Context: an optimization exercise on an open-source flow, tuned for small area and a short achievable clock period. The choices shown serve that exercise and are no tape-out recipe. At most, simulation tests tie the RTL to the original design; equivalence was not proved. Power and IR drop assume default switching activity.

Design cpu, start of the top module:
module cpu(
input [15:0] instruction,
input [15:0] memIn,
input reset,
input clk,
output [15:0] memOut,
output reg writeM,
output [15:0] memAddress,
output reg [15:0] pc);
Size: roughly 66 flip-flops, about 0.0054 mm2 of cells after synthesis.
clock: 8.0 ns
lec_check: 0
cap_margin: 20
core_margin: 2
core_utilization: 60
setup_slack_margin: 3.8
slew_margin: 20
standard.sh (not shown) runs the stock make flow with config.mk's settings and CLKGATE_MAP_FILE= SYNTH_SCRIPT=/design/flow/synth_recipe.tcl, a recipe that flattens the netlist after the stock synthesis.
==> flow/flow/run.sh <==
#!/bin/bash
# Layout flow: the standard flow (standard.sh) with these changes:
#  - ports are buffered with the cell named in flow/port_buf.txt
#    (default sky130_fd_sc_hd__buf_2) instead of the delay buffers that
#    buffer_ports picks by default; every port still gets its buffer;
#  - clock tree synthesis runs with the arguments in flow/cts_args.txt
#    (default: ORFS's, without dummy loads);
#  - if flow/abc.script exists, the standard synthesis maps the logic with
#    that ABC script instead of ORFS's abc_speed.script, and if
#    flow/no_adder_map exists it leaves adders to ABC instead of mapping
#    them to the library's half and full adder cells. Nothing else in the
#    synthesis changes, so the registers are the standard synthesis's.
# Every tool's output goes to ORFS's logs under orfs/logs; make's own output
# goes to flow.log here.
set -euo pipefail
here=$(pwd)
cp standard.sh standard_sh.log
extra=""
if [[ -f flow/no_adder_map ]]; then extra="ADDER_MAP_FILE="; fi
if [[ -f flow/abc.script ]]; then
  cp flow/abc.script "$here/my_abc.script"
  {
    head -n 1 synth_recipe.tcl
    cat <<'EOT'
proc abc {args} {
  set i [lsearch -exact $args -script]
  if { $i >= 0 } { lset args [expr {$i + 1}] $::env(FLOW_ABC_SCRIPT) }
  yosys abc {*}$args
}
EOT
    tail -n +2 synth_recipe.tcl
  } > "$here/my_synth.tcl"
  export FLOW_ABC_SCRIPT="$here/my_abc.script"
  sed -e "s#SYNTH_SCRIPT=[^ ]*#SYNTH_SCRIPT=$here/my_synth.tcl $extra#" standard.sh > my_standard.sh
else
  sed -e "s#SYNTH_SCRIPT=\([^ ]*\)#SYNTH_SCRIPT=\1 $extra#" standard.sh > my_standard.sh
fi
portbuf=sky130_fd_sc_hd__buf_2
if [[ -f flow/port_buf.txt ]]; then portbuf=$(cat flow/port_buf.txt); fi
export BUFFER_PORTS_ARGS="-buffer_cell $portbuf"
if [[ -f flow/cts_args.txt ]]; then
  export CTS_ARGS="$(cat flow/cts_args.txt)"
else
  export CTS_ARGS="-sink_clustering_enable -repair_clock_nets -dont_use_dummy_load"
fi
bash my_standard.sh > flow.log 2>&1
==> flow/flow/abc.script <==
strash
dch
map -B 0.9
topo
stime -c
buffer -c
upsize -c
dnsize -c
==> flow/flow/cts_args.txt <==
-sink_clustering_enable -repair_clock_nets -dont_use_dummy_load -sink_clustering_size 24 -sink_clustering_max_diameter 80 -buf_list {sky130_fd_sc_hd__clkbuf_4 sky130_fd_sc_hd__clkbuf_8}
==> flow/flow/no_adder_map <==
==> flow/flow/port_buf.txt <==
sky130_fd_sc_hd__buf_1
Rerun with:
Settings changed: CORE_UTILIZATION 60 to 55, SETUP_SLACK_MARGIN 3.8 to 4.0.
Setup slack improves by 0.21 ns.
Global-route usage went down by 3.2 points.
Via count stays flat.
Clock power hardly moves.
Area after synthesis stays the same.
Rerun with:
Settings changed: GPL_ROUTABILITY_DRIVEN set to 0, SETUP_SLACK_MARGIN 4.0 to 3.8.
Outcome:
- global-route usage came out lower by 0.18 points
- wire length is lower by 6.4%
- setup slack loses 0.091 ns
- register-to-register slack gets worse by 0.17 ns
- worst hold slack gets better by 0.017 ns
- final area goes down by 7.4%
- clock skew stays flat
- die area does not change
Rerun with:
Settings changed: GPL_ROUTABILITY_DRIVEN 0 to unset.
=> Register-to-register slack gets better by 0.04 ns; hold slack gets worse by 0.0063 ns; count of clock-buffer cells in the layout is unchanged; sequential cell count stays the same; setup slack degrades by 0.040 ns; power went down slightly; cell count went down slightly; maximum frequency went down slightly.
No run of this note included a check of the RTL's function; only the layout flow was run.


## job 6571
The RTL this note starts from:
==> flow/design.v <==
module cpu(
input [15:0] instruction,
input [15:0] memIn,
input reset,
input clk,
output [15:0] memOut,
output reg writeM,
output [15:0] memAddress,
output reg [15:0] pc);
reg [15:0] regA;
reg        aInR;
reg [15:0] regD;
reg [15:0] R;       
wire [15:0] A = aInR ? R : regA;
assign memOut = R;
assign memAddress = regA;
wire isC = instruction[15];
wire [6:0] comp = instruction[12:6];
wire a  = comp[6];
wire zx = comp[5];
wire nx = comp[4];
wire zy = comp[3];
wire ny = comp[2];
wire f  = comp[1];
wire no = comp[0];
reg valid;
always @* begin
    case (comp)
        7'b0101010, 7'b0111111, 7'b0111010, 7'b0001100, 7'b0110000, 7'b1110000,
        7'b0001101, 7'b0110001, 7'b1110001, 7'b0001111, 7'b0110011, 7'b1110011,
        7'b0011111, 7'b0110111, 7'b1110111, 7'b0001110, 7'b0110010, 7'b1110010,
        7'b0000010, 7'b1000010, 7'b0010011, 7'b1010011, 7'b0000111, 7'b1000111,
        7'b0000000, 7'b1000000, 7'b0010101, 7'b1010101: valid = 1'b1;
        default: valid = 1'b0;
    endcase
end
wire vC = (valid & isC) | reset;    
wire nxo = (nx ^ no) & ~reset;
wire nyo = (ny ^ no) & ~reset;
wire kx = ~zx & ~reset;
wire ky = ~zy & ~reset;
wire aM = a & ~reset;
wire [15:0] x = (regD & {16{kx}}) ^ {16{nxo}};
wire [15:0] y = aM ? (memIn ^ {16{nyo}}) : ((A & {16{ky}}) ^ {16{nyo}});
wire [15:0] p = x ^ y;
wire [15:0] h = x & y;
wire [15:0] g = h & {16{f}};    
wire cin = f & no & ~reset;
wire [15:0] gg = {g[14:0], cin};
wire [15:0] pp = {p[14:0], 1'b0};
wire [15:0] G1, P1, G2, P2, G3, P3, C;
genvar i;
generate
    for (i = 0; i < 16; i = i + 1) begin : pf
        if (i % 2 == 1) begin
            assign G1[i] = gg[i] | (pp[i] & gg[i-1]);
            assign P1[i] = pp[i] & pp[i-1];
        end else begin
            assign G1[i] = gg[i];
            assign P1[i] = pp[i];
        end
        if (i % 4 >= 2) begin
            assign G2[i] = G1[i] | (P1[i] & G1[i - i % 4 + 1]);
            assign P2[i] = P1[i] & P1[i - i % 4 + 1];
        end else begin
            assign G2[i] = G1[i];
            assign P2[i] = P1[i];
        end
        if (i % 8 >= 4) begin
            assign G3[i] = G2[i] | (P2[i] & G2[i - i % 8 + 3]);
            assign P3[i] = P2[i] & P2[i - i % 8 + 3];
        end else begin
            assign G3[i] = G2[i];
            assign P3[i] = P2[i];
        end
        if (i >= 8) begin
            assign C[i] = G3[i] | (P3[i] & G3[7]);
        end else begin
            assign C[i] = G3[i];
        end
    end
endgenerate
wire fo = f | no;
wire [15:0] q = (p & {16{fo}}) | (h & {16{~f}});
wire [15:0] r = vC ? (q ^ C) : R;
wire s = C[15] ? (vC ? ~q[15] : R[15]) : (vC ? q[15] : R[15]);
wire [15:0] t = x | y;
wire zA = &(p ~^ {t[14:0], cin});
wire zr = vC ? (f ? zA : ~|q) : ~|R;
wire [2:0] j = instruction[2:0];
wire jmp = isC & ((j[2] & s) | (j[1] & zr) | (j[0] & ~s & ~zr));
always @(posedge clk) begin
    R <= r;
    if (reset || (isC && instruction[4])) regD <= r;
    if (reset) begin
        aInR <= 1'b1;       
        pc <= 16'd0;
        writeM <= 1'b0;
    end else begin
        aInR <= isC & instruction[5];
        pc <= jmp ? A : pc + 16'd1;
        writeM <= isC & instruction[3];
    end
    regA <= isC ? A : {1'b0, instruction[14:0]};
end
endmodule
clock: 8.0 ns
lec_check: 0
cap_margin: 20
core_margin: 2
core_utilization: 55
setup_slack_margin: 3.8
slew_margin: 20
tns_end_percent: 0
Scripts as last shown in full above: flow/flow/run.sh, flow/flow/abc.script, flow/flow/cts_args.txt, flow/flow/no_adder_map, flow/flow/port_buf.txt
The final layout from job 6571, which completed every stage, passed the timing, design-rule and antenna checks at the end of the flow.
#### Input delta (job 4780 over job 6571)
# job 6571
export LEC_CHECK = 0
export CAP_MARGIN = 20
export CORE_MARGIN = 2
export CORE_UTILIZATION = 55
export SETUP_SLACK_MARGIN = 3.8
export SLEW_MARGIN = 20
export TNS_END_PERCENT = 0
create_clock -name core_clock -period 8.0 [get_ports {clk}]
# job 4780
export LEC_CHECK = 0
export CAP_MARGIN = 20
export CORE_MARGIN = 2
export CORE_UTILIZATION = 40
export SETUP_SLACK_MARGIN = 3.8
export SLEW_MARGIN = 20
create_clock -name core_clock -period 8.0 [get_ports {clk}]
==> flow/flow/cts_args.txt <==
-sink_clustering_enable -repair_clock_nets -dont_use_dummy_load -buf_list {sky130_fd_sc_hd__clkbuf_4 sky130_fd_sc_hd__clkbuf_8}
removed: flow/flow/port_buf.txt
## What came out
Job 4780 went all the way through the flow, and no timing, DRC or antenna check failed. [job 4780] switching share of total power rose 0.17 points relative to job 6571. The overall die height of job 4780 exceeds that of job 6571 by 17%. Job 4780 ends up with a global-route usage that is 7.1 points lower than in job 6571.
For job 7448, these inputs were changed with respect to job 4780:
# job 4780
export LEC_CHECK = 0
export CAP_MARGIN = 20
export CORE_MARGIN = 2
export CORE_UTILIZATION = 40
export SETUP_SLACK_MARGIN = 3.8
export SLEW_MARGIN = 20
create_clock -name core_clock -period 8.0 [get_ports {clk}]
# job 7448
export LEC_CHECK = 0
export CAP_MARGIN = 20
export CORE_MARGIN = 2
export CORE_UTILIZATION = 55
export SETUP_SLACK_MARGIN = 3.6
export SLEW_MARGIN = 20
create_clock -name core_clock -period 8.0 [get_ports {clk}]
==> flow/flow/cts_args.txt <==
-sink_clustering_enable -repair_clock_nets -dont_use_dummy_load -sink_clustering_size 24 -sink_clustering_max_diameter 80 -buf_list {sky130_fd_sc_hd__clkbuf_4 sky130_fd_sc_hd__clkbuf_8}
==> flow/flow/port_buf.txt (new file) <==
sky130_fd_sc_hd__buf_1
--- outcome ---
| final cell count | lower: job 7448 |. The estimated power of job 7448 ends up lower than the estimate for job 4780. Count of plain and timing-repair buffers (job 4780 / job 7448): 1.13. Between job 7448 and job 4780, it is job 7448 whose sequential share of layout area is higher, by 1.5 points. Summary of the comparison: critical path depth in cells is lower in job 7448, relative to job 4780. The lower met3 usage came out of job 7448.
Relative to job 7448, the following input files were edited for job 9927:
# job 7448
export LEC_CHECK = 0
export CAP_MARGIN = 20
export CORE_MARGIN = 2
export CORE_UTILIZATION = 55
export SETUP_SLACK_MARGIN = 3.6
export SLEW_MARGIN = 20
create_clock -name core_clock -period 8.0 [get_ports {clk}]
# job 9927
export LEC_CHECK = 0
export CAP_MARGIN = 20
export CORE_MARGIN = 2
export CORE_UTILIZATION = 55
export PLACE_DENSITY = 0.75
export SETUP_SLACK_MARGIN = 3.8
export SLEW_MARGIN = 20
create_clock -name core_clock -period 8.0 [get_ports {clk}]
Job 7448 -> job 9927: via count normalized by instance count increased by a few percent
Looking at total power, job 9927 sits 15 µW above job 7448.
Going from job 7448 to job 9927, wire length now sits higher, worst setup slack has increased.
Part of the power in combinational logic up 1.9 points in job 9927 wrt job 7448
Of job 7448 and job 9927, the run reporting the lower all-layer global routing usage was job 7448.
Diff job 7448 -> job 9927 | timing-limited maximum frequency | up by a few percent
When job 9927 is measured against job 7448, its hold slack turns out 0.0074 ns lower.

[static timing again, ports no longer ideal]
Ports are ideal in the flow. The routed layouts listed here were re-timed in OpenROAD. Step 1 assumes that a clkbuf_16 drives the clock port and a buf_2 every other input. Step 2 times the ports against the registers' clock, not the clock port: input delays grow and output delays shrink by t, the midpoint of the rising clock arrivals with the driver on. Three values: no drivers, after step 1, after step 2; two values: the first two.
| run | t (ns) | setup WS [ns] | worst setup path after step 2 | cell pins on the clock port's net |
|---|---|---|---|---|
| the first run of note 1 | 0.369 | 3.879 / 3.882 / 3.512 | input to register | 1 |
| the second run of note 1 | 0.374 | 4.086 / 4.090 / 3.716 | input to register | 1 |
| the third run of note 1 | 0.370 | 3.995 / 3.999 / 3.629 | input to register | 1 |
| the fourth run of note 1 | 0.377 | 3.955 / 3.949 / 3.572 | input to register | 1 |
| job 6571 | 0.377 | 3.933 / 3.945 / 3.568 | input to register | 1 |
| job 4780 | 0.391 | 3.962 / 3.974 / 3.583 | input to register | 1 |
| job 7448 | 0.376 | 3.789 / 3.796 / 3.420 | input to register | 1 |
| job 9927 | 0.359 | 3.948 / 3.958 / 3.599 | input to register | 1 |
After both steps every run listed still meets setup and hold. The setup slack of the fourth run of note 1, which loses most, moves by -0.006 ns with the drivers and by -0.383 ns with both steps.
